Context: an optimization exercise on an open-source flow, tuned for small area, a short achievable clock period and few clock cycles. The choices shown serve that exercise and are no tape-out recipe.
Only simulation tests tie the RTL to the original design; equivalence was not proved.

==> flow/design.v <==
`timescale 1ns / 1ps
module ln_add #(
    parameter W = 8
)(
    input  wire [W-1:0] a,
    input  wire [W-1:0] b,
    input  wire         ci,
    output wire [W-1:0] s,
    output wire         co
);
    localparam L = (W <= 2) ? 1 : (W <= 4) ? 2 : (W <= 8) ? 3 : (W <= 16) ? 4 : 5;
    wire [W-1:0] p0 = a ^ b;
    wire [W*(L+1)-1:0] G;
    wire [W*(L+1)-1:0] P;
    assign G[W-1:0] = (a & b) | {{(W-1){1'b0}}, p0[0] & ci};
    assign P[W-1:0] = p0;
    genvar k, i;
    generate
        for (k = 0; k < L; k = k + 1) begin : g_lv
            for (i = 0; i < W; i = i + 1) begin : g_bit
                if ((i >> k) % 2 == 1) begin : g_op
                    assign G[(k+1)*W + i] = G[k*W + i] | (P[k*W + i] & G[k*W + ((i >> k) << k) - 1]);
                    assign P[(k+1)*W + i] = P[k*W + i] & P[k*W + ((i >> k) << k) - 1];
                end else begin : g_pass
                    assign G[(k+1)*W + i] = G[k*W + i];
                    assign P[(k+1)*W + i] = P[k*W + i];
                end
            end
        end
    endgenerate
    wire [W-1:0] c = G[L*W +: W];    
    generate
        if (W == 1) begin : g_one
            assign s = p0 ^ ci;
        end else begin : g_many
            assign s = p0 ^ {c[W-2:0], ci};
        end
    endgenerate
    assign co = c[W-1];
endmodule
module ln_inc #(
    parameter W = 8
)(
    input  wire [W-1:0] a,
    input  wire         ci,
    output wire [W-1:0] s,
    output wire         co
);
    wire [W:0] c;
    assign c[0] = ci;
    genvar i;
    generate
        for (i = 1; i <= W; i = i + 1) begin : g_c
            assign c[i] = ci & (&a[i-1:0]);
        end
    endgenerate
    assign s  = a ^ c[W-1:0];
    assign co = c[W];
endmodule
`timescale 1ns / 1ps
module bf16_mul (
    input  wire [15:0] a,
    input  wire [15:0] b,
    output wire [15:0] y
);
    wire [28:0] q;
    bf16_mul_pre  u_pre  (.a(a), .b(b), .q(q));
    bf16_mul_post u_post (.q(q), .y(y));
endmodule
module bf16_mul_pre (
    input  wire [15:0] a,
    input  wire [15:0] b,
    output wire [28:0] q
);
    wire       sa = a[15], sb = b[15];
    wire [7:0] ea = a[14:7], eb = b[14:7];
    wire [6:0] ma = a[6:0],  mb = b[6:0];
    wire       sy = sa ^ sb;
    wire a_zero = (ea == 8'd0);
    wire b_zero = (eb == 8'd0);
    wire a_inf  = (ea == 8'hff) && (ma == 7'd0);
    wire b_inf  = (eb == 8'hff) && (mb == 7'd0);
    wire a_nan  = (ea == 8'hff) && (ma != 7'd0);
    wire b_nan  = (eb == 8'hff) && (mb != 7'd0);
    wire [15:0] p;
    ln_mul8 u_mul (.a({1'b1, ma}), .b({1'b1, mb}), .p(p));
    wire [9:0] ebm, e0;
    wire       c0, c1;
    ln_add #(.W(10)) u_ebm (.a({2'b00, eb}), .b(10'd897), .ci(1'b0), .s(ebm), .co(c0));
    ln_add #(.W(10)) u_e0  (.a({2'b00, ea}), .b(ebm), .ci(1'b0), .s(e0), .co(c1));
    wire [2:0] ovf, unf;
    assign ovf[0] = !e0[9] && (e0[8] || e0[7:0] == 8'hff);
    assign ovf[1] = !e0[9] && (e0[8] || e0[7:1] == 7'h7f);
    assign ovf[2] = !e0[9] && (e0[8] || e0[7:0] >= 8'hfd);
    assign unf[0] = e0[9] || (e0 == 10'd0);
    assign unf[1] = e0[9];
    assign unf[2] = e0[9] && (e0 != 10'h3ff);
    wire [1:0] spec = (a_nan || b_nan || (a_inf && b_zero) || (a_zero && b_inf)) ? 2'd1 :
                      (a_inf || b_inf) ? 2'd2 :
                      (a_zero || b_zero) ? 2'd3 : 2'd0;
    assign q = {spec, sy, e0[7:0], ovf, unf, p[15:6], |p[6:0], |p[5:0]};
endmodule
module bf16_mul_post (
    input  wire [28:0] q,
    output reg  [15:0] y
);
    wire [1:0] spec = q[28:27];
    wire       sy   = q[26];
    wire [7:0] e0   = q[25:18];
    wire [2:0] ovf  = q[17:15];
    wire [2:0] unf  = q[14:12];
    wire [15:6] p   = q[11:2];
    wire       st_h = q[1];
    wire       st_l = q[0];
    wire [7:0] e1, e2;
    wire       c2, c3;
    ln_inc #(.W(8)) u_e1 (.a(e0), .ci(1'b1), .s(e1), .co(c2));
    ln_add #(.W(8)) u_e2 (.a(e0), .b(8'd2), .ci(1'b0), .s(e2), .co(c3));
    wire       rh = p[7] & (st_h | p[8]);
    wire       rl = p[6] & (st_l | p[7]);
    wire [6:0] mh, ml;
    wire       oh, ol;
    ln_inc #(.W(7)) u_ih (.a(p[14:8]), .ci(rh), .s(mh), .co(oh));
    ln_inc #(.W(7)) u_il (.a(p[13:7]), .ci(rl), .s(ml), .co(ol));
    wire [6:0] m_fin = p[15] ? mh : ml;
    wire [1:0] k = p[15] ? (oh ? 2'd2 : 2'd1) : (ol ? 2'd1 : 2'd0);
    wire [7:0] e_fin = (k == 2'd0) ? e0 : (k == 2'd1) ? e1 : e2;
    wire       e_ovf = ovf[k];
    wire       e_unf = unf[k];
    always @(*) begin
        if (spec == 2'd1)
            y = 16'h7fc0;
        else if (spec == 2'd2)
            y = {sy, 8'hff, 7'd0};
        else if (spec == 2'd3)
            y = {sy, 15'd0};
        else if (e_ovf)
            y = {sy, 8'hff, 7'd0};
        else if (e_unf)
            y = {sy, 15'd0};
        else
            y = {sy, e_fin, m_fin};
    end
endmodule
module ln_mul8 (
    input  wire [7:0]  a,
    input  wire [7:0]  b,
    output wire [15:0] p
);
    wire t1 = (a[0] & b[6]) ^ (a[1] & b[5]);
    wire t2 = (a[0] & b[6]) & (a[1] & b[5]);
    wire t3 = (a[0] & b[7]) ^ (a[1] & b[6]) ^ (a[2] & b[5]);
    wire t4 = ((a[0] & b[7]) & (a[1] & b[6])) | ((a[0] & b[7]) & (a[2] & b[5])) | ((a[1] & b[6]) & (a[2] & b[5]));
    wire t5 = (a[3] & b[4]) ^ (a[4] & b[3]);
    wire t6 = (a[3] & b[4]) & (a[4] & b[3]);
    wire t7 = (a[1] & b[7]) ^ (a[2] & b[6]) ^ (a[3] & b[5]);
    wire t8 = ((a[1] & b[7]) & (a[2] & b[6])) | ((a[1] & b[7]) & (a[3] & b[5])) | ((a[2] & b[6]) & (a[3] & b[5]));
    wire t9 = (a[4] & b[4]) ^ (a[5] & b[3]);
    wire t10 = (a[4] & b[4]) & (a[5] & b[3]);
    wire t11 = (a[2] & b[7]) ^ (a[3] & b[6]) ^ (a[4] & b[5]);
    wire t12 = ((a[2] & b[7]) & (a[3] & b[6])) | ((a[2] & b[7]) & (a[4] & b[5])) | ((a[3] & b[6]) & (a[4] & b[5]));
    wire t13 = (a[0] & b[4]) ^ (a[1] & b[3]);
    wire t14 = (a[0] & b[4]) & (a[1] & b[3]);
    wire t15 = (a[0] & b[5]) ^ (a[1] & b[4]) ^ (a[2] & b[3]);
    wire t16 = ((a[0] & b[5]) & (a[1] & b[4])) | ((a[0] & b[5]) & (a[2] & b[3])) | ((a[1] & b[4]) & (a[2] & b[3]));
    wire t17 = (a[3] & b[2]) ^ (a[4] & b[1]);
    wire t18 = (a[3] & b[2]) & (a[4] & b[1]);
    wire t19 = (a[2] & b[4]) ^ (a[3] & b[3]) ^ (a[4] & b[2]);
    wire t20 = ((a[2] & b[4]) & (a[3] & b[3])) | ((a[2] & b[4]) & (a[4] & b[2])) | ((a[3] & b[3]) & (a[4] & b[2]));
    wire t21 = (a[5] & b[1]) ^ (a[6] & b[0]) ^ t1;
    wire t22 = ((a[5] & b[1]) & (a[6] & b[0])) | ((a[5] & b[1]) & t1) | ((a[6] & b[0]) & t1);
    wire t23 = (a[5] & b[2]) ^ (a[6] & b[1]) ^ (a[7] & b[0]);
    wire t24 = ((a[5] & b[2]) & (a[6] & b[1])) | ((a[5] & b[2]) & (a[7] & b[0])) | ((a[6] & b[1]) & (a[7] & b[0]));
    wire t25 = t2 ^ t3 ^ t5;
    wire t26 = (t2 & t3) | (t2 & t5) | (t3 & t5);
    wire t27 = (a[6] & b[2]) ^ (a[7] & b[1]) ^ t4;
    wire t28 = ((a[6] & b[2]) & (a[7] & b[1])) | ((a[6] & b[2]) & t4) | ((a[7] & b[1]) & t4);
    wire t29 = t6 ^ t7 ^ t9;
    wire t30 = (t6 & t7) | (t6 & t9) | (t7 & t9);
    wire t31 = (a[5] & b[4]) ^ (a[6] & b[3]) ^ (a[7] & b[2]);
    wire t32 = ((a[5] & b[4]) & (a[6] & b[3])) | ((a[5] & b[4]) & (a[7] & b[2])) | ((a[6] & b[3]) & (a[7] & b[2]));
    wire t33 = t8 ^ t10 ^ t11;
    wire t34 = (t8 & t10) | (t8 & t11) | (t10 & t11);
    wire t35 = (a[3] & b[7]) ^ (a[4] & b[6]) ^ (a[5] & b[5]);
    wire t36 = ((a[3] & b[7]) & (a[4] & b[6])) | ((a[3] & b[7]) & (a[5] & b[5])) | ((a[4] & b[6]) & (a[5] & b[5]));
    wire t37 = (a[6] & b[4]) ^ (a[7] & b[3]) ^ t12;
    wire t38 = ((a[6] & b[4]) & (a[7] & b[3])) | ((a[6] & b[4]) & t12) | ((a[7] & b[3]) & t12);
    wire t39 = (a[4] & b[7]) ^ (a[5] & b[6]) ^ (a[6] & b[5]);
    wire t40 = ((a[4] & b[7]) & (a[5] & b[6])) | ((a[4] & b[7]) & (a[6] & b[5])) | ((a[5] & b[6]) & (a[6] & b[5]));
    wire t41 = (a[0] & b[3]) ^ (a[1] & b[2]);
    wire t42 = (a[0] & b[3]) & (a[1] & b[2]);
    wire t43 = (a[2] & b[2]) ^ (a[3] & b[1]) ^ (a[4] & b[0]);
    wire t44 = ((a[2] & b[2]) & (a[3] & b[1])) | ((a[2] & b[2]) & (a[4] & b[0])) | ((a[3] & b[1]) & (a[4] & b[0]));
    wire t45 = (a[5] & b[0]) ^ t14 ^ t15;
    wire t46 = ((a[5] & b[0]) & t14) | ((a[5] & b[0]) & t15) | (t14 & t15);
    wire t47 = t16 ^ t18 ^ t19;
    wire t48 = (t16 & t18) | (t16 & t19) | (t18 & t19);
    wire t49 = t20 ^ t22 ^ t23;
    wire t50 = (t20 & t22) | (t20 & t23) | (t22 & t23);
    wire t51 = t24 ^ t26 ^ t27;
    wire t52 = (t24 & t26) | (t24 & t27) | (t26 & t27);
    wire t53 = t28 ^ t30 ^ t31;
    wire t54 = (t28 & t30) | (t28 & t31) | (t30 & t31);
    wire t55 = t32 ^ t34 ^ t35;
    wire t56 = (t32 & t34) | (t32 & t35) | (t34 & t35);
    wire t57 = (a[7] & b[4]) ^ t36 ^ t38;
    wire t58 = ((a[7] & b[4]) & t36) | ((a[7] & b[4]) & t38) | (t36 & t38);
    wire t59 = (a[5] & b[7]) ^ (a[6] & b[6]) ^ (a[7] & b[5]);
    wire t60 = ((a[5] & b[7]) & (a[6] & b[6])) | ((a[5] & b[7]) & (a[7] & b[5])) | ((a[6] & b[6]) & (a[7] & b[5]));
    wire t61 = (a[0] & b[2]) ^ (a[1] & b[1]);
    wire t62 = (a[0] & b[2]) & (a[1] & b[1]);
    wire t63 = (a[2] & b[1]) ^ (a[3] & b[0]) ^ t41;
    wire t64 = ((a[2] & b[1]) & (a[3] & b[0])) | ((a[2] & b[1]) & t41) | ((a[3] & b[0]) & t41);
    wire t65 = t13 ^ t42 ^ t43;
    wire t66 = (t13 & t42) | (t13 & t43) | (t42 & t43);
    wire t67 = t17 ^ t44 ^ t45;
    wire t68 = (t17 & t44) | (t17 & t45) | (t44 & t45);
    wire t69 = t21 ^ t46 ^ t47;
    wire t70 = (t21 & t46) | (t21 & t47) | (t46 & t47);
    wire t71 = t25 ^ t48 ^ t49;
    wire t72 = (t25 & t48) | (t25 & t49) | (t48 & t49);
    wire t73 = t29 ^ t50 ^ t51;
    wire t74 = (t29 & t50) | (t29 & t51) | (t50 & t51);
    wire t75 = t33 ^ t52 ^ t53;
    wire t76 = (t33 & t52) | (t33 & t53) | (t52 & t53);
    wire t77 = t37 ^ t54 ^ t55;
    wire t78 = (t37 & t54) | (t37 & t55) | (t54 & t55);
    wire t79 = t39 ^ t56 ^ t57;
    wire t80 = (t39 & t56) | (t39 & t57) | (t56 & t57);
    wire t81 = t40 ^ t58 ^ t59;
    wire t82 = (t40 & t58) | (t40 & t59) | (t58 & t59);
    wire t83 = (a[6] & b[7]) ^ (a[7] & b[6]) ^ t60;
    wire t84 = ((a[6] & b[7]) & (a[7] & b[6])) | ((a[6] & b[7]) & t60) | ((a[7] & b[6]) & t60);
    wire [15:0] ra = {1'b0, (a[7] & b[7]), t82, t80, t78, t76, t74, t72, t70, t68, t66, t64, t62, (a[2] & b[0]), (a[0] & b[1]), (a[0] & b[0])};
    wire [15:0] rb = {1'b0, t84, t83, t81, t79, t77, t75, t73, t71, t69, t67, t65, t63, t61, (a[1] & b[0]), 1'b0};
    wire co;
    ln_add #(.W(16)) u_add (.a(ra), .b(rb), .ci(1'b0), .s(p), .co(co));
endmodule
module ln_front (
    input  wire [15:0] sum,
    output reg  [15:0] mean,
    output reg  [15:0] msq
);
    wire       s = sum[15];
    wire [7:0] e = sum[14:7];
    wire [6:0] m = sum[6:0];
    wire [15:0] t;
    ln_mean_tab u_tab (.a(m), .y(t));
    wire [9:0] me0, me1, qk0, qk1, qk2, qk3;
    wire       o0, o1, o2, o3, o4, o5;
    ln_add #(.W(10)) u_me0 (.a({2'b00, e}), .b(10'h3f6), .ci(1'b0), .s(me0), .co(o0));
    ln_add #(.W(10)) u_me1 (.a({2'b00, e}), .b(10'h3f6), .ci(1'b1), .s(me1), .co(o1));
    ln_add #(.W(10)) u_qk0 (.a({1'b0, e, 1'b0}), .b(10'h36d), .ci(1'b0), .s(qk0), .co(o2));
    ln_add #(.W(10)) u_qk1 (.a({1'b0, e, 1'b0}), .b(10'h36d), .ci(1'b1), .s(qk1), .co(o3));
    ln_add #(.W(10)) u_qk2 (.a({1'b0, e, 1'b0}), .b(10'h36f), .ci(1'b0), .s(qk2), .co(o4));
    ln_add #(.W(10)) u_qk3 (.a({1'b0, e, 1'b0}), .b(10'h36f), .ci(1'b1), .s(qk3), .co(o5));
    wire mz0 = me0[9] || (me0 == 10'd0);
    wire mz1 = me1[9] || (me1 == 10'd0);
    wire [3:0] qinf, qzer;
    assign qinf[0] = !qk0[9] && (qk0[8] || qk0[7:0] == 8'hff);
    assign qinf[1] = !qk1[9] && (qk1[8] || qk1[7:0] == 8'hff);
    assign qinf[2] = !qk2[9] && (qk2[8] || qk2[7:0] == 8'hff);
    assign qinf[3] = !qk3[9] && (qk3[8] || qk3[7:0] == 8'hff);
    assign qzer[0] = qk0[9] || (qk0 == 10'd0);
    assign qzer[1] = qk1[9] || (qk1 == 10'd0);
    assign qzer[2] = qk2[9] || (qk2 == 10'd0);
    assign qzer[3] = qk3[9] || (qk3 == 10'd0);
    wire        c1 = t[15], c2 = t[7];
    wire [1:0]  qs = {c1, c2};
    wire [7:0]  me = c1 ? me1[7:0] : me0[7:0];
    wire        mzero = c1 ? mz1 : mz0;
    wire [7:0]  qe = (qs == 2'd0) ? qk0[7:0] : (qs == 2'd1) ? qk1[7:0] : (qs == 2'd2) ? qk2[7:0] : qk3[7:0];
    wire        q_inf = qinf[qs];
    wire        q_zer = qzer[qs];
    always @(*) begin
        if (e == 8'hff) begin
            mean = (m != 7'd0) ? 16'h7fc0 : {s, 8'hff, 7'd0};
            msq  = (m != 7'd0) ? 16'h7fc0 : 16'h7f80;
        end else if (e == 8'd0 || mzero) begin
            mean = {s, 15'd0};
            msq  = 16'h0000;
        end else begin
            mean = {s, me, t[14:8]};
            if (q_inf)
                msq = 16'h7f80;
            else if (q_zer)
                msq = 16'h0000;
            else
                msq = {1'b0, qe, t[6:0]};
        end
    end
endmodule
module ln_mean_tab (
    input  wire [6:0] a,
    output reg  [15:0] y
);
    always @(*) begin
        case (a)
            7'h0: y = 16'h2b64;
            7'h1: y = 16'h2c67;
            7'h2: y = 16'h2e6d;
            7'h3: y = 16'h2f6f;
            7'h4: y = 16'h3072;
            7'h5: y = 16'h3278;
            7'h6: y = 16'h337a;
            7'h7: y = 16'h347d;
            7'h8: y = 16'h3681;
            7'h9: y = 16'h3783;
            7'ha: y = 16'h3884;
            7'hb: y = 16'h3a87;
            7'hc: y = 16'h3b89;
            7'hd: y = 16'h3c8a;
            7'he: y = 16'h3e8d;
            7'hf: y = 16'h3f8f;
            7'h10: y = 16'h4090;
            7'h11: y = 16'h4293;
            7'h12: y = 16'h4395;
            7'h13: y = 16'h4496;
            7'h14: y = 16'h4699;
            7'h15: y = 16'h479b;
            7'h16: y = 16'h489c;
            7'h17: y = 16'h4a9f;
            7'h18: y = 16'h4ba1;
            7'h19: y = 16'h4ca3;
            7'h1a: y = 16'h4ea6;
            7'h1b: y = 16'h4fa7;
            7'h1c: y = 16'h50a9;
            7'h1d: y = 16'h52ac;
            7'h1e: y = 16'h53ae;
            7'h1f: y = 16'h54b0;
            7'h20: y = 16'h56b3;
            7'h21: y = 16'h57b5;
            7'h22: y = 16'h58b6;
            7'h23: y = 16'h5aba;
            7'h24: y = 16'h5bbb;
            7'h25: y = 16'h5cbd;
            7'h26: y = 16'h5ec1;
            7'h27: y = 16'h5fc2;
            7'h28: y = 16'h60c4;
            7'h29: y = 16'h62c8;
            7'h2a: y = 16'h63c9;
            7'h2b: y = 16'h64cb;
            7'h2c: y = 16'h66cf;
            7'h2d: y = 16'h67d0;
            7'h2e: y = 16'h68d2;
            7'h2f: y = 16'h6ad6;
            7'h30: y = 16'h6bd8;
            7'h31: y = 16'h6cda;
            7'h32: y = 16'h6edd;
            7'h33: y = 16'h6fdf;
            7'h34: y = 16'h70e1;
            7'h35: y = 16'h72e5;
            7'h36: y = 16'h73e7;
            7'h37: y = 16'h74e9;
            7'h38: y = 16'h76ec;
            7'h39: y = 16'h77ee;
            7'h3a: y = 16'h78f0;
            7'h3b: y = 16'h7af4;
            7'h3c: y = 16'h7bf6;
            7'h3d: y = 16'h7cf8;
            7'h3e: y = 16'h7efc;
            7'h3f: y = 16'h7ffe;
            7'h40: y = 16'h8000;
            7'h41: y = 16'h8102;
            7'h42: y = 16'h8204;
            7'h43: y = 16'h8204;
            7'h44: y = 16'h8306;
            7'h45: y = 16'h8408;
            7'h46: y = 16'h8408;
            7'h47: y = 16'h850a;
            7'h48: y = 16'h860c;
            7'h49: y = 16'h860c;
            7'h4a: y = 16'h870e;
            7'h4b: y = 16'h8810;
            7'h4c: y = 16'h8810;
            7'h4d: y = 16'h8913;
            7'h4e: y = 16'h8a15;
            7'h4f: y = 16'h8a15;
            7'h50: y = 16'h8b17;
            7'h51: y = 16'h8c19;
            7'h52: y = 16'h8c19;
            7'h53: y = 16'h8d1b;
            7'h54: y = 16'h8e1e;
            7'h55: y = 16'h8e1e;
            7'h56: y = 16'h8f20;
            7'h57: y = 16'h9022;
            7'h58: y = 16'h9022;
            7'h59: y = 16'h9124;
            7'h5a: y = 16'h9227;
            7'h5b: y = 16'h9227;
            7'h5c: y = 16'h9329;
            7'h5d: y = 16'h942b;
            7'h5e: y = 16'h942b;
            7'h5f: y = 16'h952d;
            7'h60: y = 16'h9630;
            7'h61: y = 16'h9630;
            7'h62: y = 16'h9732;
            7'h63: y = 16'h9834;
            7'h64: y = 16'h9834;
            7'h65: y = 16'h9937;
            7'h66: y = 16'h9a39;
            7'h67: y = 16'h9a39;
            7'h68: y = 16'h9b3c;
            7'h69: y = 16'h9c3e;
            7'h6a: y = 16'h9c3e;
            7'h6b: y = 16'h9d41;
            7'h6c: y = 16'h9e43;
            7'h6d: y = 16'h9e43;
            7'h6e: y = 16'h9f46;
            7'h6f: y = 16'ha048;
            7'h70: y = 16'ha048;
            7'h71: y = 16'ha14b;
            7'h72: y = 16'ha24d;
            7'h73: y = 16'ha24d;
            7'h74: y = 16'ha350;
            7'h75: y = 16'ha452;
            7'h76: y = 16'ha452;
            7'h77: y = 16'ha555;
            7'h78: y = 16'ha657;
            7'h79: y = 16'ha657;
            7'h7a: y = 16'ha75a;
            7'h7b: y = 16'ha85c;
            7'h7c: y = 16'ha85c;
            7'h7d: y = 16'ha95f;
            7'h7e: y = 16'haa62;
            7'h7f: y = 16'haa62;
            default: y = 16'h0;
        endcase
    end
endmodule
`timescale 1ns / 1ps
module bf16_addsub #(
    parameter SUB = 0
)(
    input  wire [15:0] a,
    input  wire [15:0] b,
    output reg  [15:0] y
);
    wire       sa = a[15];
    wire       sb = b[15] ^ (SUB != 0);
    wire [7:0] ea = a[14:7], eb = b[14:7];
    wire [6:0] ma = a[6:0],  mb = b[6:0];
    wire a_zero = (ea == 8'd0);
    wire b_zero = (eb == 8'd0);
    wire a_max  = (ea == 8'hff);
    wire b_max  = (eb == 8'hff);
    wire a_inf  = a_max && (ma == 7'd0);
    wire b_inf  = b_max && (mb == 7'd0);
    wire a_nan  = a_max && (ma != 7'd0);
    wire b_nan  = b_max && (mb != 7'd0);
    wire       eff_sub = sa ^ sb;
    wire [7:0] dab, dba;
    wire       cab, cba, cm;
    wire [6:0] dm;
    ln_add #(.W(8)) u_dab (.a(ea), .b(~eb), .ci(1'b1), .s(dab), .co(cab));    
    ln_add #(.W(8)) u_dba (.a(eb), .b(~ea), .ci(1'b1), .s(dba), .co(cba));
    ln_add #(.W(7)) u_dm  (.a(ma), .b(~mb), .ci(1'b1), .s(dm),  .co(cm));     
    wire       e_lt = !cab;
    wire       e_eq = (ea == eb);
    wire       m_lt = !cm;
    wire       swap = e_lt || (e_eq && m_lt);
    wire       sx   = swap ? sb : sa;
    wire [7:0] ex   = e_lt ? eb : ea;
    wire [7:0] d    = e_lt ? dba : dab;
    wire [7:0] fa   = {1'b1, ma};
    wire [7:0] fb   = {1'b1, mb};
    wire       d1   = (d == 8'd1);
    wire [7:0] fxs  = swap ? fb : fa;                
    wire [7:0] fns  = swap ? fa : fb;
    wire [8:0] c_0, c_1;
    wire       k0, k1;
    ln_add #(.W(8)) u_c0 (.a(fxs), .b(~fns), .ci(1'b1), .s(c_0[7:0]), .co(k0));           
    ln_add #(.W(9)) u_c1 (.a({fxs, 1'b0}), .b(~{1'b0, fns}), .ci(1'b1), .s(c_1), .co(k1));  
    assign c_0[8] = 1'b0;
    wire [8:0] cv   = d1 ? c_1 : {c_0[7:0], 1'b0};
    wire        cz8 = (cv[8:1] == 8'd0);
    wire [8:0]  cn8 = cz8 ? {cv[0], 8'd0} : cv;
    wire        cz4 = (cn8[8:5] == 4'd0);
    wire [8:0]  cn4 = cz4 ? {cn8[4:0], 4'd0} : cn8;
    wire        cz2 = (cn4[8:7] == 2'd0);
    wire [8:0]  cn2 = cz2 ? {cn4[6:0], 2'd0} : cn4;
    wire        cz1 = !cn2[8];
    wire [8:0]  cn1 = cz1 ? {cn2[7:0], 1'b0} : cn2;
    wire [3:0]  clz = {cz8, cz4, cz2, cz1};
    wire        crnd = (clz == 4'd0) && cn1[0] && cn1[1];
    wire [6:0]  cmr;
    wire        cco;
    ln_inc #(.W(7)) u_cinc (.a(cn1[7:1]), .ci(crnd), .s(cmr), .co(cco));
    wire [9:0]  ex_m_clz, ex_p1, ex_m1;
    wire        q0, q1, q2;
    ln_add #(.W(10)) u_ce  (.a({2'b00, ex}), .b(~{6'd0, clz}), .ci(1'b1), .s(ex_m_clz), .co(q0));
    ln_inc #(.W(10)) u_ep1 (.a({2'b00, ex}), .ci(1'b1), .s(ex_p1), .co(q1));
    wire [9:0]  ex_m1_n;
    ln_inc #(.W(10)) u_em1 (.a(~{2'b00, ex}), .ci(1'b1), .s(ex_m1_n), .co(q2));    
    assign ex_m1 = ~ex_m1_n;
    wire [9:0]  ce   = cco ? ex_p1 : ex_m_clz;
    wire [6:0]  cm_  = cmr;
    wire        c_zero = (cv == 9'd0);
    wire [6:0]  mx   = swap ? mb : ma;
    wire [6:0]  mn   = swap ? ma : mb;
    wire [18:0] w    = {1'b1, mn, 11'd0} >> d[3:0];
    wire        big  = (d > 8'd10);
    wire [10:0] fn_sh = big ? 11'd1 : {w[18:9], w[8] | (|w[7:0])};
    wire [10:0] fx   = {1'b1, mx, 3'b000};
    wire [11:0] s;
    wire        sco;
    ln_add #(.W(12)) u_s (.a({1'b0, fx}), .b({1'b0, fn_sh} ^ {12{eff_sub}}), .ci(eff_sub), .s(s), .co(sco));
    wire [10:0] nrm  = s[11] ? {s[11:2], s[1] | s[0]} : (s[10] ? s[10:0] : {s[9:0], 1'b0});
    wire [6:0]  mant = nrm[9:3];
    wire        g    = nrm[2];
    wire        st   = nrm[1] | nrm[0];
    wire        rnd  = g & (st | mant[0]);
    wire [6:0]  fm;
    wire        fco;
    ln_inc #(.W(7)) u_finc (.a(mant), .ci(rnd), .s(fm), .co(fco));
    wire [9:0]  ex_p2;
    wire        q3;
    ln_inc #(.W(10)) u_ep2 (.a(ex_p1), .ci(1'b1), .s(ex_p2), .co(q3));
    wire [9:0]  fe   = s[11] ? (fco ? ex_p2 : ex_p1)
                     : s[10] ? (fco ? ex_p1 : {2'b00, ex})
                     :         (fco ? {2'b00, ex} : ex_m1);
    wire        close = eff_sub && (d[7:1] == 7'd0);
    wire [9:0]  e_fin = close ? ce : fe;
    wire [6:0]  m_fin = close ? cm_ : fm;
    always @(*) begin
        if (a_nan || b_nan || (a_inf && b_inf && (sa != sb)))
            y = 16'h7fc0;
        else if (a_inf)
            y = {sa, 8'hff, 7'd0};
        else if (b_inf)
            y = {sb, 8'hff, 7'd0};
        else if (a_zero && b_zero)
            y = {sa & sb, 15'd0};
        else if (b_zero)
            y = {sa, ea, ma};
        else if (a_zero)
            y = {sb, eb, mb};
        else if (close && c_zero)
            y = 16'h0000;
        else if (!e_fin[9] && (e_fin[8] || e_fin[7:0] == 8'hff))
            y = {sx, 8'hff, 7'd0};
        else if (e_fin[9] || e_fin == 10'd0)
            y = {sx, 15'd0};
        else
            y = {sx, e_fin[7:0], m_fin};
    end
endmodule
module bf16_as_pre #(
    parameter SUB = 0
)(
    input  wire [15:0] a,
    input  wire [15:0] b,
    output wire [23:0] q
);
    wire       sa = a[15];
    wire       sb = b[15] ^ (SUB != 0);
    wire [7:0] ea = a[14:7], eb = b[14:7];
    wire [6:0] ma = a[6:0],  mb = b[6:0];
    wire a_zero = (ea == 8'd0);
    wire b_zero = (eb == 8'd0);
    wire a_max  = (ea == 8'hff);
    wire b_max  = (eb == 8'hff);
    wire a_inf  = a_max && (ma == 7'd0);
    wire b_inf  = b_max && (mb == 7'd0);
    wire a_nan  = a_max && (ma != 7'd0);
    wire b_nan  = b_max && (mb != 7'd0);
    wire       eff_sub = sa ^ sb;
    wire [7:0] dab, dba;
    wire       cab, cba, cm;
    wire [6:0] dm;
    ln_add #(.W(8)) u_dab (.a(ea), .b(~eb), .ci(1'b1), .s(dab), .co(cab));
    ln_add #(.W(8)) u_dba (.a(eb), .b(~ea), .ci(1'b1), .s(dba), .co(cba));
    ln_add #(.W(7)) u_dm  (.a(ma), .b(~mb), .ci(1'b1), .s(dm),  .co(cm));
    wire       e_lt = !cab;
    wire       e_eq = (ea == eb);
    wire       m_lt = !cm;
    wire       swap = e_lt || (e_eq && m_lt);
    wire       sx   = swap ? sb : sa;
    wire [7:0] ex   = e_lt ? eb : ea;
    wire [7:0] d    = e_lt ? dba : dab;
    wire [6:0] mx   = swap ? mb : ma;
    wire [6:0] mn   = swap ? ma : mb;
    wire [18:0] w    = {1'b1, mn, 11'd0} >> d[3:0];
    wire        big  = (d > 8'd10);
    wire [10:0] fn_sh = (a_zero || b_zero) ? 11'd0 : (big ? 11'd1 : {w[18:9], w[8] | (|w[7:0])});
    wire [10:0] fx   = {1'b1, mx, 3'b000};
    wire [11:0] s;
    wire        sco;
    ln_add #(.W(12)) u_s (.a({1'b0, fx}), .b({1'b0, fn_sh} ^ {12{eff_sub}}), .ci(eff_sub), .s(s), .co(sco));
    reg  [1:0] spec;
    reg        spec_s;
    always @(*) begin
        spec_s = 1'b0;
        if (a_nan || b_nan || (a_inf && b_inf && (sa != sb))) begin
            spec = 2'd1;
        end else if (a_inf) begin
            spec = 2'd2; spec_s = sa;
        end else if (b_inf) begin
            spec = 2'd2; spec_s = sb;
        end else if (a_zero && b_zero) begin
            spec = 2'd3; spec_s = sa & sb;
        end else begin
            spec = 2'd0;
        end
    end
    assign q = {spec, spec_s, sx, ex, s};
endmodule
module bf16_as_post (
    input  wire [23:0] q,
    output reg  [15:0] y
);
    wire [1:0]  spec    = q[23:22];
    wire        spec_s  = q[21];
    wire        sx      = q[20];
    wire [7:0]  ex      = q[19:12];
    wire [11:0] s       = q[11:0];
    wire        z8 = (s[10:3] == 8'd0);
    wire [10:0] n8 = z8 ? {s[2:0], 8'd0} : s[10:0];
    wire        z4 = (n8[10:7] == 4'd0);
    wire [10:0] n4 = z4 ? {n8[6:0], 4'd0} : n8;
    wire        z2 = (n4[10:9] == 2'd0);
    wire [10:0] n2 = z2 ? {n4[8:0], 2'd0} : n4;
    wire        z1 = !n2[10];
    wire [10:0] n1 = z1 ? {n2[9:0], 1'b0} : n2;
    wire [3:0]  lz = {z8, z4, z2, z1};
    wire [10:0] nrm  = s[11] ? {s[11:2], s[1] | s[0]} : n1;
    wire [6:0]  mant = nrm[9:3];
    wire        g    = nrm[2];
    wire        st   = nrm[1] | nrm[0];
    wire        rnd  = g & (st | mant[0]);
    wire [6:0]  m_fin;
    wire        mco;
    ln_inc #(.W(7)) u_inc (.a(mant), .ci(rnd), .s(m_fin), .co(mco));
    wire [9:0]  ex_p1, ex_p2, ex_m_lz;
    wire        q0, q1, q2;
    ln_inc #(.W(10)) u_ep1 (.a({2'b00, ex}), .ci(1'b1), .s(ex_p1), .co(q0));
    ln_add #(.W(10)) u_ep2 (.a({2'b00, ex}), .b(10'd2), .ci(1'b0), .s(ex_p2), .co(q1));
    ln_add #(.W(10)) u_eml (.a({2'b00, ex}), .b(~{6'd0, lz}), .ci(1'b1), .s(ex_m_lz), .co(q2));
    wire [9:0]  ex_m_lz_p1;
    wire        q4;
    ln_inc #(.W(10)) u_emp (.a(ex_m_lz), .ci(1'b1), .s(ex_m_lz_p1), .co(q4));
    wire [9:0]  e_fin = s[11] ? (mco ? ex_p2 : ex_p1) : (mco ? ex_m_lz_p1 : ex_m_lz);
    always @(*) begin
        if (spec == 2'd1)
            y = 16'h7fc0;
        else if (spec == 2'd2)
            y = {spec_s, 8'hff, 7'd0};
        else if (spec == 2'd3)
            y = {spec_s, 15'd0};
        else if (s == 12'd0)
            y = 16'h0000;
        else if (!e_fin[9] && (e_fin[8] || e_fin[7:0] == 8'hff))
            y = {sx, 8'hff, 7'd0};
        else if (e_fin[9] || e_fin == 10'd0)
            y = {sx, 15'd0};
        else
            y = {sx, e_fin[7:0], m_fin};
    end
endmodule
`timescale 1ns / 1ps
module inv_sqrt (
    input  wire [15:0] x,
    output reg  [15:0] y
);
    wire       s = x[15];
    wire [7:0] e = x[14:7];
    wire [6:0] m = x[6:0];
    wire [7:0] t;
    ln_rsqrt_tab u_tab (.a({e[0], m}), .y(t));
    wire [7:0] re;                                    
    wire       re_co;
    ln_add #(.W(8)) u_re (.a(8'd190), .b(~{1'b0, e[7:1]}), .ci(t[7]), .s(re), .co(re_co));
    wire [15:0] seed;                                 
    wire        seed_co;
    ln_add #(.W(16)) u_seed (.a(16'h5f37), .b(~{1'b0, x[15:1]}), .ci(1'b1), .s(seed), .co(seed_co));
    wire [7:0]  se = seed[14:7];
    wire [7:0]  u;
    ln_m15_tab u_m15 (.a(seed[6:0]), .y(u));
    wire [8:0]  ae;
    ln_inc #(.W(8)) u_ae (.a(se), .ci(u[7]), .s(ae[7:0]), .co(ae[8]));
    reg  [15:0] alt;
    always @(*) begin
        if (se == 8'hff)
            alt = (seed[6:0] != 7'd0) ? 16'h7fc0 : {seed[15], 8'hff, 7'd0};
        else if (se == 8'd0)
            alt = {seed[15], 15'd0};
        else if (ae[8] || ae[7:0] == 8'hff)
            alt = {seed[15], 8'hff, 7'd0};
        else
            alt = {seed[15], ae[7:0], u[6:0]};
    end
    wire regular = !s && ((e >= 8'd2 && e <= 8'd251) || (e == 8'd252 && m < 7'd112));
    always @(*) begin
        if (regular)
            y = {1'b0, re, t[6:0]};
        else if (e == 8'hff)
            y = (s && m == 7'd0) ? 16'hff80 : 16'h7fc0;
        else if (s && e[7])
            y = 16'hff80;
        else
            y = alt;
    end
endmodule
module ln_rsqrt_tab (
    input  wire [7:0] a,
    output reg  [7:0] y
);
    always @(*) begin
        case (a)
            8'h0: y = 8'hb5;
            8'h1: y = 8'hb4;
            8'h2: y = 8'hb4;
            8'h3: y = 8'hb3;
            8'h4: y = 8'hb2;
            8'h5: y = 8'hb1;
            8'h6: y = 8'hb1;
            8'h7: y = 8'hb0;
            8'h8: y = 8'hb0;
            8'h9: y = 8'haf;
            8'ha: y = 8'hae;
            8'hb: y = 8'had;
            8'hc: y = 8'had;
            8'hd: y = 8'hac;
            8'he: y = 8'hac;
            8'hf: y = 8'hab;
            8'h10: y = 8'hab;
            8'h11: y = 8'haa;
            8'h12: y = 8'ha9;
            8'h13: y = 8'ha9;
            8'h14: y = 8'ha8;
            8'h15: y = 8'ha8;
            8'h16: y = 8'ha7;
            8'h17: y = 8'ha7;
            8'h18: y = 8'ha6;
            8'h19: y = 8'ha6;
            8'h1a: y = 8'ha5;
            8'h1b: y = 8'ha4;
            8'h1c: y = 8'ha4;
            8'h1d: y = 8'ha3;
            8'h1e: y = 8'ha3;
            8'h1f: y = 8'ha2;
            8'h20: y = 8'ha2;
            8'h21: y = 8'ha1;
            8'h22: y = 8'ha1;
            8'h23: y = 8'ha0;
            8'h24: y = 8'ha0;
            8'h25: y = 8'h9f;
            8'h26: y = 8'h9f;
            8'h27: y = 8'h9e;
            8'h28: y = 8'h9e;
            8'h29: y = 8'h9d;
            8'h2a: y = 8'h9d;
            8'h2b: y = 8'h9c;
            8'h2c: y = 8'h9c;
            8'h2d: y = 8'h9b;
            8'h2e: y = 8'h9b;
            8'h2f: y = 8'h9a;
            8'h30: y = 8'h9a;
            8'h31: y = 8'h99;
            8'h32: y = 8'h99;
            8'h33: y = 8'h99;
            8'h34: y = 8'h98;
            8'h35: y = 8'h98;
            8'h36: y = 8'h98;
            8'h37: y = 8'h97;
            8'h38: y = 8'h97;
            8'h39: y = 8'h96;
            8'h3a: y = 8'h96;
            8'h3b: y = 8'h96;
            8'h3c: y = 8'h95;
            8'h3d: y = 8'h95;
            8'h3e: y = 8'h94;
            8'h3f: y = 8'h94;
            8'h40: y = 8'h93;
            8'h41: y = 8'h93;
            8'h42: y = 8'h93;
            8'h43: y = 8'h92;
            8'h44: y = 8'h93;
            8'h45: y = 8'h92;
            8'h46: y = 8'h92;
            8'h47: y = 8'h91;
            8'h48: y = 8'h91;
            8'h49: y = 8'h90;
            8'h4a: y = 8'h90;
            8'h4b: y = 8'h90;
            8'h4c: y = 8'h8f;
            8'h4d: y = 8'h8f;
            8'h4e: y = 8'h8f;
            8'h4f: y = 8'h8e;
            8'h50: y = 8'h8e;
            8'h51: y = 8'h8d;
            8'h52: y = 8'h8d;
            8'h53: y = 8'h8d;
            8'h54: y = 8'h8d;
            8'h55: y = 8'h8c;
            8'h56: y = 8'h8c;
            8'h57: y = 8'h8c;
            8'h58: y = 8'h8b;
            8'h59: y = 8'h8b;
            8'h5a: y = 8'h8a;
            8'h5b: y = 8'h8a;
            8'h5c: y = 8'h8a;
            8'h5d: y = 8'h89;
            8'h5e: y = 8'h8a;
            8'h5f: y = 8'h89;
            8'h60: y = 8'h89;
            8'h61: y = 8'h89;
            8'h62: y = 8'h88;
            8'h63: y = 8'h88;
            8'h64: y = 8'h87;
            8'h65: y = 8'h87;
            8'h66: y = 8'h87;
            8'h67: y = 8'h87;
            8'h68: y = 8'h86;
            8'h69: y = 8'h86;
            8'h6a: y = 8'h86;
            8'h6b: y = 8'h86;
            8'h6c: y = 8'h85;
            8'h6d: y = 8'h85;
            8'h6e: y = 8'h84;
            8'h6f: y = 8'h84;
            8'h70: y = 8'h83;
            8'h71: y = 8'h83;
            8'h72: y = 8'h83;
            8'h73: y = 8'h83;
            8'h74: y = 8'h82;
            8'h75: y = 8'h82;
            8'h76: y = 8'h82;
            8'h77: y = 8'h82;
            8'h78: y = 8'h81;
            8'h79: y = 8'h81;
            8'h7a: y = 8'h81;
            8'h7b: y = 8'h81;
            8'h7c: y = 8'h80;
            8'h7d: y = 8'h80;
            8'h7e: y = 8'h80;
            8'h7f: y = 8'h80;
            8'h80: y = 8'h7f;
            8'h81: y = 8'h7f;
            8'h82: y = 8'h7e;
            8'h83: y = 8'h7e;
            8'h84: y = 8'h7d;
            8'h85: y = 8'h7b;
            8'h86: y = 8'h7a;
            8'h87: y = 8'h78;
            8'h88: y = 8'h79;
            8'h89: y = 8'h77;
            8'h8a: y = 8'h76;
            8'h8b: y = 8'h76;
            8'h8c: y = 8'h75;
            8'h8d: y = 8'h75;
            8'h8e: y = 8'h74;
            8'h8f: y = 8'h72;
            8'h90: y = 8'h71;
            8'h91: y = 8'h71;
            8'h92: y = 8'h70;
            8'h93: y = 8'h6e;
            8'h94: y = 8'h6f;
            8'h95: y = 8'h6d;
            8'h96: y = 8'h6c;
            8'h97: y = 8'h6b;
            8'h98: y = 8'h6b;
            8'h99: y = 8'h6a;
            8'h9a: y = 8'h69;
            8'h9b: y = 8'h68;
            8'h9c: y = 8'h68;
            8'h9d: y = 8'h67;
            8'h9e: y = 8'h66;
            8'h9f: y = 8'h66;
            8'ha0: y = 8'h65;
            8'ha1: y = 8'h64;
            8'ha2: y = 8'h63;
            8'ha3: y = 8'h62;
            8'ha4: y = 8'h62;
            8'ha5: y = 8'h61;
            8'ha6: y = 8'h60;
            8'ha7: y = 8'h60;
            8'ha8: y = 8'h5f;
            8'ha9: y = 8'h5f;
            8'haa: y = 8'h5e;
            8'hab: y = 8'h5d;
            8'hac: y = 8'h5d;
            8'had: y = 8'h5c;
            8'hae: y = 8'h5c;
            8'haf: y = 8'h5b;
            8'hb0: y = 8'h5b;
            8'hb1: y = 8'h5a;
            8'hb2: y = 8'h59;
            8'hb3: y = 8'h58;
            8'hb4: y = 8'h58;
            8'hb5: y = 8'h57;
            8'hb6: y = 8'h57;
            8'hb7: y = 8'h56;
            8'hb8: y = 8'h56;
            8'hb9: y = 8'h55;
            8'hba: y = 8'h54;
            8'hbb: y = 8'h53;
            8'hbc: y = 8'h53;
            8'hbd: y = 8'h52;
            8'hbe: y = 8'h52;
            8'hbf: y = 8'h51;
            8'hc0: y = 8'h50;
            8'hc1: y = 8'h50;
            8'hc2: y = 8'h4f;
            8'hc3: y = 8'h4f;
            8'hc4: y = 8'h4e;
            8'hc5: y = 8'h4e;
            8'hc6: y = 8'h4d;
            8'hc7: y = 8'h4d;
            8'hc8: y = 8'h4c;
            8'hc9: y = 8'h4c;
            8'hca: y = 8'h4b;
            8'hcb: y = 8'h4b;
            8'hcc: y = 8'h4a;
            8'hcd: y = 8'h4a;
            8'hce: y = 8'h4a;
            8'hcf: y = 8'h49;
            8'hd0: y = 8'h49;
            8'hd1: y = 8'h49;
            8'hd2: y = 8'h48;
            8'hd3: y = 8'h47;
            8'hd4: y = 8'h47;
            8'hd5: y = 8'h47;
            8'hd6: y = 8'h46;
            8'hd7: y = 8'h45;
            8'hd8: y = 8'h45;
            8'hd9: y = 8'h45;
            8'hda: y = 8'h44;
            8'hdb: y = 8'h44;
            8'hdc: y = 8'h43;
            8'hdd: y = 8'h43;
            8'hde: y = 8'h43;
            8'hdf: y = 8'h42;
            8'he0: y = 8'h41;
            8'he1: y = 8'h41;
            8'he2: y = 8'h41;
            8'he3: y = 8'h40;
            8'he4: y = 8'h40;
            8'he5: y = 8'h3f;
            8'he6: y = 8'h3f;
            8'he7: y = 8'h3f;
            8'he8: y = 8'h3e;
            8'he9: y = 8'h3d;
            8'hea: y = 8'h3d;
            8'heb: y = 8'h3d;
            8'hec: y = 8'h3c;
            8'hed: y = 8'h3c;
            8'hee: y = 8'h3c;
            8'hef: y = 8'h3c;
            8'hf0: y = 8'h3b;
            8'hf1: y = 8'h3a;
            8'hf2: y = 8'h3a;
            8'hf3: y = 8'h3a;
            8'hf4: y = 8'h39;
            8'hf5: y = 8'h39;
            8'hf6: y = 8'h38;
            8'hf7: y = 8'h38;
            8'hf8: y = 8'h37;
            8'hf9: y = 8'h37;
            8'hfa: y = 8'h37;
            8'hfb: y = 8'h37;
            8'hfc: y = 8'h36;
            8'hfd: y = 8'h36;
            8'hfe: y = 8'h36;
            8'hff: y = 8'h36;
            default: y = 8'h0;
        endcase
    end
endmodule
module ln_m15_tab (
    input  wire [6:0] a,
    output reg  [7:0] y
);
    always @(*) begin
        case (a)
            7'h0: y = 8'h40;
            7'h1: y = 8'h42;
            7'h2: y = 8'h43;
            7'h3: y = 8'h44;
            7'h4: y = 8'h46;
            7'h5: y = 8'h48;
            7'h6: y = 8'h49;
            7'h7: y = 8'h4a;
            7'h8: y = 8'h4c;
            7'h9: y = 8'h4e;
            7'ha: y = 8'h4f;
            7'hb: y = 8'h50;
            7'hc: y = 8'h52;
            7'hd: y = 8'h54;
            7'he: y = 8'h55;
            7'hf: y = 8'h56;
            7'h10: y = 8'h58;
            7'h11: y = 8'h5a;
            7'h12: y = 8'h5b;
            7'h13: y = 8'h5c;
            7'h14: y = 8'h5e;
            7'h15: y = 8'h60;
            7'h16: y = 8'h61;
            7'h17: y = 8'h62;
            7'h18: y = 8'h64;
            7'h19: y = 8'h66;
            7'h1a: y = 8'h67;
            7'h1b: y = 8'h68;
            7'h1c: y = 8'h6a;
            7'h1d: y = 8'h6c;
            7'h1e: y = 8'h6d;
            7'h1f: y = 8'h6e;
            7'h20: y = 8'h70;
            7'h21: y = 8'h72;
            7'h22: y = 8'h73;
            7'h23: y = 8'h74;
            7'h24: y = 8'h76;
            7'h25: y = 8'h78;
            7'h26: y = 8'h79;
            7'h27: y = 8'h7a;
            7'h28: y = 8'h7c;
            7'h29: y = 8'h7e;
            7'h2a: y = 8'h7f;
            7'h2b: y = 8'h80;
            7'h2c: y = 8'h81;
            7'h2d: y = 8'h82;
            7'h2e: y = 8'h82;
            7'h2f: y = 8'h83;
            7'h30: y = 8'h84;
            7'h31: y = 8'h85;
            7'h32: y = 8'h86;
            7'h33: y = 8'h86;
            7'h34: y = 8'h87;
            7'h35: y = 8'h88;
            7'h36: y = 8'h88;
            7'h37: y = 8'h89;
            7'h38: y = 8'h8a;
            7'h39: y = 8'h8b;
            7'h3a: y = 8'h8c;
            7'h3b: y = 8'h8c;
            7'h3c: y = 8'h8d;
            7'h3d: y = 8'h8e;
            7'h3e: y = 8'h8e;
            7'h3f: y = 8'h8f;
            7'h40: y = 8'h90;
            7'h41: y = 8'h91;
            7'h42: y = 8'h92;
            7'h43: y = 8'h92;
            7'h44: y = 8'h93;
            7'h45: y = 8'h94;
            7'h46: y = 8'h94;
            7'h47: y = 8'h95;
            7'h48: y = 8'h96;
            7'h49: y = 8'h97;
            7'h4a: y = 8'h98;
            7'h4b: y = 8'h98;
            7'h4c: y = 8'h99;
            7'h4d: y = 8'h9a;
            7'h4e: y = 8'h9a;
            7'h4f: y = 8'h9b;
            7'h50: y = 8'h9c;
            7'h51: y = 8'h9d;
            7'h52: y = 8'h9e;
            7'h53: y = 8'h9e;
            7'h54: y = 8'h9f;
            7'h55: y = 8'ha0;
            7'h56: y = 8'ha0;
            7'h57: y = 8'ha1;
            7'h58: y = 8'ha2;
            7'h59: y = 8'ha3;
            7'h5a: y = 8'ha4;
            7'h5b: y = 8'ha4;
            7'h5c: y = 8'ha5;
            7'h5d: y = 8'ha6;
            7'h5e: y = 8'ha6;
            7'h5f: y = 8'ha7;
            7'h60: y = 8'ha8;
            7'h61: y = 8'ha9;
            7'h62: y = 8'haa;
            7'h63: y = 8'haa;
            7'h64: y = 8'hab;
            7'h65: y = 8'hac;
            7'h66: y = 8'hac;
            7'h67: y = 8'had;
            7'h68: y = 8'hae;
            7'h69: y = 8'haf;
            7'h6a: y = 8'hb0;
            7'h6b: y = 8'hb0;
            7'h6c: y = 8'hb1;
            7'h6d: y = 8'hb2;
            7'h6e: y = 8'hb2;
            7'h6f: y = 8'hb3;
            7'h70: y = 8'hb4;
            7'h71: y = 8'hb5;
            7'h72: y = 8'hb6;
            7'h73: y = 8'hb6;
            7'h74: y = 8'hb7;
            7'h75: y = 8'hb8;
            7'h76: y = 8'hb8;
            7'h77: y = 8'hb9;
            7'h78: y = 8'hba;
            7'h79: y = 8'hbb;
            7'h7a: y = 8'hbc;
            7'h7b: y = 8'hbc;
            7'h7c: y = 8'hbd;
            7'h7d: y = 8'hbe;
            7'h7e: y = 8'hbe;
            7'h7f: y = 8'hbf;
            default: y = 8'h0;
        endcase
    end
endmodule
`timescale 1ns / 1ps
module layernorm_norm (
    input  wire         aclk,
    input  wire         arstn,
    input  wire [159:0] S_AXIS_TDATA,
    input  wire         S_AXIS_TVALID,
    output wire         S_AXIS_TREADY,
    output wire [127:0] M_AXIS_TDATA,
    output wire         M_AXIS_TVALID,
    input  wire         M_AXIS_TREADY
);
    localparam DEPTH = 7;
    wire en = S_AXIS_TREADY;
    reg [DEPTH-1:0] vld;
    always @(posedge aclk or negedge arstn) begin
        if (!arstn)
            vld <= {DEPTH{1'b0}};
        else if (en)
            vld <= {vld[DEPTH-2:0], S_AXIS_TVALID};
    end
    assign M_AXIS_TVALID = vld[DEPTH-1];
    assign S_AXIS_TREADY = !vld[DEPTH-1] || M_AXIS_TREADY;
    wire [15:0] mean0, msq0;
    ln_front u_front (.sum(S_AXIS_TDATA[31:16]), .mean(mean0), .msq(msq0));
    reg [127:0] x1;
    reg [15:0]  ex2_1, mean1, msq1;
    always @(posedge aclk) if (en) begin
        x1    <= S_AXIS_TDATA[159:32];
        ex2_1 <= S_AXIS_TDATA[15:0];
        mean1 <= mean0;
        msq1  <= msq0;
    end
    wire [191:0] zq_c;
    wire [23:0]  vq_c;
    genvar i;
    generate
        for (i = 0; i < 8; i = i + 1) begin : g_sub
            bf16_as_pre #(.SUB(1)) u_pre (.a(x1[16*i +: 16]), .b(mean1), .q(zq_c[24*i +: 24]));
        end
    endgenerate
    bf16_as_pre #(.SUB(1)) u_var_pre (.a(ex2_1), .b(msq1), .q(vq_c));
    reg [191:0] zq2;
    reg [23:0]  vq2;
    always @(posedge aclk) if (en) begin
        zq2 <= zq_c;
        vq2 <= vq_c;
    end
    wire [127:0] zm_c;
    wire [15:0]  var_c;
    generate
        for (i = 0; i < 8; i = i + 1) begin : g_sub2
            bf16_as_post u_post (.q(zq2[24*i +: 24]), .y(zm_c[16*i +: 16]));
        end
    endgenerate
    bf16_as_post u_var_post (.q(vq2), .y(var_c));
    reg [127:0] zm3;
    reg [15:0]  var3;
    always @(posedge aclk) if (en) begin
        zm3  <= zm_c;
        var3 <= var_c;
    end
    wire [23:0] eq_c;
    bf16_as_pre #(.SUB(0)) u_eps_pre (.a(var3), .b(16'h3728), .q(eq_c));
    reg [127:0] zm4;
    reg [23:0]  eq4;
    always @(posedge aclk) if (en) begin
        zm4 <= zm3;
        eq4 <= eq_c;
    end
    wire [15:0] ve_c;
    bf16_as_post u_eps_post (.q(eq4), .y(ve_c));
    reg [127:0] zm5;
    reg [15:0]  ve5;
    always @(posedge aclk) if (en) begin
        zm5 <= zm4;
        ve5 <= ve_c;
    end
    wire [15:0] r_c;
    inv_sqrt u_rsqrt (.x(ve5), .y(r_c));
    reg [127:0] zm6;
    reg [15:0]  r6;
    always @(posedge aclk) if (en) begin
        zm6 <= zm5;
        r6  <= r_c;
    end
    wire [231:0] yq_c;
    generate
        for (i = 0; i < 8; i = i + 1) begin : g_mul
            bf16_mul_pre u_mul_pre (.a(zm6[16*i +: 16]), .b(r6), .q(yq_c[29*i +: 29]));
        end
    endgenerate
    reg [231:0] yq7;
    always @(posedge aclk) if (en) yq7 <= yq_c;
    generate
        for (i = 0; i < 8; i = i + 1) begin : g_mul2
            bf16_mul_post u_mul_post (.q(yq7[29*i +: 29]), .y(M_AXIS_TDATA[16*i +: 16]));
        end
    endgenerate
endmodule
==> flow/run.sh <==
#!/bin/bash
# synth_recipe.tcl (not shown) runs the flow's synth.tcl, then flattens the netlist and writes it again
# the make line also repeats each setting of config.mk as NAME=value (left out here)
make -C /OpenROAD-flow-scripts/flow DESIGN_CONFIG=/design/flow/config.mk WORK_HOME=/design/flow/orfs CLKGATE_MAP_FILE= SYNTH_SCRIPT=/design/flow/synth_recipe.tcl finish
==> flow/config.mk <==
export PLATFORM = sky130hd
export DESIGN_NAME = layernorm_norm
export DESIGN_NICKNAME = layernorm_norm
export VERILOG_FILES = /design/flow/design.v
export SDC_FILE = /design/flow/constraint.sdc
export NUM_CORES = 4
export LEC_CHECK = 0
export ABC_AREA = 1
export CAP_MARGIN = 20
export CORE_MARGIN = 2
export CORE_UTILIZATION = 55
export SETUP_SLACK_MARGIN = 5
export SLEW_MARGIN = 20
==> flow/constraint.sdc <==
create_clock -name core_clock -period 11.0 [get_ports {aclk}]
set_input_delay 2.2000 -clock core_clock [delete_from_list [all_inputs] [get_ports {aclk}]]
set_output_delay 2.2000 -clock core_clock [all_outputs]
set_load 0.01 [all_outputs]
==> flow_metrics.env <==
export IMPL_outcome="complete, no violations"
export IMPL_num_vias=86100
export IMPL_track_usage_pct=28.9
export IMPL_crit_required_ns=8.80
export IMPL_die_height_um=437
export IMPL_setup_viol=0
export IMPL_nets=14400
export IMPL_slew_violations=0
export IMPL_path_buf_inv=8
export IMPL_relSlewSlack_pct=23.6
export IMPL_synth_seq_area_share_pct=35.3
export IMPL_drc=0
export IMPL_grt_pass1_wl_um=442000
export IMPL_fin_setup_tns_ns=0
export IMPL_rsz0062_at_grt="true"
export IMPL_start_util_pct=55.2
export IMPL_avgSynthCellArea_um2=8.06
export IMPL_ios=294
export IMPL_io_buffer_count=293
export IMPL_rows=159
export IMPL_ant_nets=0
export IMPL_finalCritPeriodShare_pct=53.2
export IMPL_first_global_vias=81300
export IMPL_clockBufferDepth=3
export IMPL_synth_nets=14200
export IMPL_wl_per_cell_um=17.9
export IMPL_clock_sinks=1214
export IMPL_worstMarginPinSlew_ns=1.14
export IMPL_crit_chain="nand2_2 -> nor2_2 -> inv_2 -> nor2_4 -> nand2_2 -> nor2_2 -> inv_2 -> nor2_2 -> inv_1 -> nor2_2 -> inv_2 -> nor2_4 -> clkinv_4 -> o21ai_2 -> o21a_1 -> inv_2 -> nor2_4 -> nand3_4 -> buf_6 -> a211oi_4 -> buf_2"
export IMPL_fillers=16600
export IMPL_drtPass1Iterations=8
export IMPL_synthArstFlopShare_pct=0.577
export IMPL_cts_root_buf="clkbuf_16"
export IMPL_yosys_warnings=10
export IMPL_synth_cells=12800
export IMPL_h_tree_depth=4
export IMPL_hold_path_class="flop to flop"
export IMPL_maxCapViolations=0
export IMPL_antenna_found_initial=3
export IMPL_ys_seq_elements=1214
export IMPL_die_area_mm2=0.191
export IMPL_cts_inserted_buffers=134
export IMPL_synth_main_ff_cell="edfxtp_1"
export IMPL_area_growth_synth_to_final_pct=11.0
export IMPL_syn_cell_area_mm2=0.103
export IMPL_synth_area_leaders="edfxtp_1 (35%), nand2_1 (11%), ha_1 (9.6%), fa_1 (8.2%), inv_1 (7.0%)"
export IMPL_cts_tree="built"
export IMPL_hold_buffers=0
export IMPL_hold_viol_final=0
export IMPL_drt_iter0_markers=7004
export IMPL_slowest_stage="edfxtp_1"
export IMPL_yosysUniqueCellTypes=84
export IMPL_vias_per_cell=5.50
export IMPL_setup_worst_path_end_class="output pin"
export IMPL_yosysTopAreaCell="edfxtp_1"
export IMPL_clk_pin_slew_ns=0.06
export IMPL_max_freq_mhz=171
export IMPL_cp_arrival_ns=3.65
export IMPL_cp_start_kind="flop"
export IMPL_grt_max_degree=170
export IMPL_crit_fanout=7
export IMPL_path_delay_family="simple AND/OR/NAND/NOR gates"
export IMPL_period_minus_slack_ns=5.85
export IMPL_die_x_um=437
export IMPL_crit_type="flop to output pin"
export IMPL_fin_skew_ns=0.0309
export IMPL_fp_coreArea_mm2=0.187
export IMPL_routabilityCongestion=0.934
export IMPL_synth_edf_count=1207
export IMPL_post_route_util_pct=61.2
export IMPL_finalWirelength_um=280000
export IMPL_drive_above_1_share_pct=8.09
export IMPL_dp_hpwl_um=213000
export IMPL_grt_ovfl_total=0
export IMPL_max_stage_delay_ns=0.38
export IMPL_clk_latency_ns=0.79
export IMPL_synth_top_area_share_pct=35.1
## registers in the layout, indices dropped and copies added, names as in the netlist
signal and flops:
zm3 128, vld 7, ve5 16, mean1 16, vq2 24, zm5 128, zq2 192, r6 16
ex2_1 16, var3 16, yq7 232, eq4 24, msq1 15, x1 128, zm4 128, zm6 128
## area by class of cell
cell class	instances	area [um^2]	area share, %
Antenna cell	1	2.50	0.00218
Clock buffer	156	3460	3.02
Clock inverter	81	1060	0.925
Inverter	2018	7670	6.69
Multi-Input combinational cell	9224	58700	51.2
Sequential cell	1214	36400	31.8
Tap cell	2495	3120	2.72
Timing Repair Buffer	470	4220	3.68
Timing Repair inverter	1	5.00	0.00437
## layout by cell type, fill, tap and decap left out, types with 28 or more instances in the layout
| cell type | instances |
|---|---|
| nand2_2 | 116 |
| o211ai_1 | 71 |
| clkbuf_16 | 135 |
| nand3b_1 | 41 |
| a31oi_1 | 72 |
| edfxtp_1 | 1207 |
| nand4_1 | 160 |
| nand2_4 | 41 |
| nor3_1 | 116 |
| inv_2 | 63 |
| a21oi_1 | 473 |
| nand3_1 | 931 |
| nor2_4 | 68 |
| o21ai_1 | 54 |
| nand2_1 | 3072 |
| clkdlybuf4s50_1 | 174 |
| ha_1 | 788 |
| clkinv_1 | 36 |
| nor4_1 | 85 |
| a211oi_1 | 28 |
| nor2_1 | 952 |
| xnor2_1 | 140 |
| fa_1 | 422 |
| nor2_2 | 91 |
| xor2_1 | 286 |
| o21ai_0 | 769 |
| dlygate4sd2_1 | 34 |
| or2_2 | 74 |
| inv_1 | 1907 |
| dlymetal6s2s_1 | 32 |
| buf_4 | 167 |
## stage by stage
step	area [um^2]	hold WS (ns)	cells	setup WS, ns
floorplan	103000	0.400	12800	3.61
global placement	108000	0.400	15300	4.35
detailed placement	108000	0.405	15300	4.15
CTS	114000	0.398	15600	4.96
global route	115000	0.420	15700	4.93
finish	115000	0.393	15700	5.15
## cells in the mapped netlist, types with 72 or more instances
| library cell | number |
|---|---|
| nand2_2 | 88 |
| nand3_1 | 938 |
| nor3_1 | 122 |
| nand2_1 | 3114 |
| o21ai_0 | 793 |
| or2_2 | 74 |
| clkbuf_1 | 237 |
| fa_1 | 422 |
| xor2_1 | 294 |
| edfxtp_1 | 1207 |
| nor2_1 | 1014 |
| nor4_1 | 88 |
| inv_1 | 1935 |
| xnor2_1 | 141 |
| a31oi_1 | 72 |
| nand4_1 | 160 |
| ha_1 | 790 |
| a21oi_1 | 488 |
## timing repair
item / 4_1_cts / 5_1_grt
endpoints found under the setup margin: 179 / 190
buffers inserted: 41 / 58
gates resized for setup: 307 / 285
cloned: 2 / 6
pin swaps: 31 / 45
## logic make-up after synthesis
| kind of cell | Yosys count | synth area share (%) |
|---|---|---|
| xor+xnor | 436 | 3.70 |
| fa+ha+maj | 1212 | 17.8 |
| buf+inv | 2385 | 9.03 |
| flops | 1214 | 35.3 |
| simple gates | 5838 | 24.7 |
| compound gates | 1707 | 9.34 |
| mux | 24 | 0.239 |
## routing by layer
metal | vias up | routed length (um) | global-route usage, %
met4 | 0 | 10900 | 10.4
met3 | 486 | 17800 | 3.69
met5 | - | 0 | 0
met1 | 40400 | 129000 | 41.8
li1 | 42600 | - | -
met2 | 2670 | 123000 | 44.6
## final timing paths
check	from	to	slack, ns	cells after the start
worst max-delay path	yq7[62]	M_AXIS_TDATA[37]	5.15	21
worst min-delay path	zm5[85]	zm6[85]	0.39	0
worst max register to register	mean1[13]	zq2[153]	5.29	28
worst min register to register	zm5[85]	zm6[85]	0.39	0
max in group asynchronous	arstn	vld[0]	9.00	1
min in group asynchronous	arstn	vld[2]	1.71	1
## worst register-to-register path, delay by kind of cell (launching register included)
kind | cells | cell delay, ns
and+or+nand+nor | 11 | 1.54
xor gates and xnor gates | 2 | 0.30
buffers and inverters | 6 | 1.18
adders and majority gates | 3 | 1.10
DFF | 1 | 0.34
AOI/OAI and AO/OA | 6 | 0.96
Testbench counts, summed over its fixed seeds: cycles 4,152.

## afterwards: timing with drivers on the ports
Ports are ideal in the flow. The routed layout listed here was re-timed in OpenROAD.
Step 1 sets driving cells, clkbuf_16 on the clock port and buf_2 on the other inputs (assumed; they add their load-dependent delay and slew).
Step 2 times the ports against the registers' clock, not the clock port: input delays grow and output delays shrink by t, the midpoint of the rising clock arrivals with the driver on.
Slacks: ideal ports / drivers / drivers and shift; pairs: ideal ports / drivers.
shift t [ns]: 0.873
slack for setup (ns): 5.148 / 5.058 / 4.653
hold WS [ns]: 0.393 / 0.393 / 0.393
latest minus earliest clock arrival (ns): 0.041 / 0.041
pins driven straight from the clock port: 1
After both steps this run still meets setup and hold. For this run, drivers alone change the setup slack by -0.090 ns; drivers and shift together by -0.495 ns.
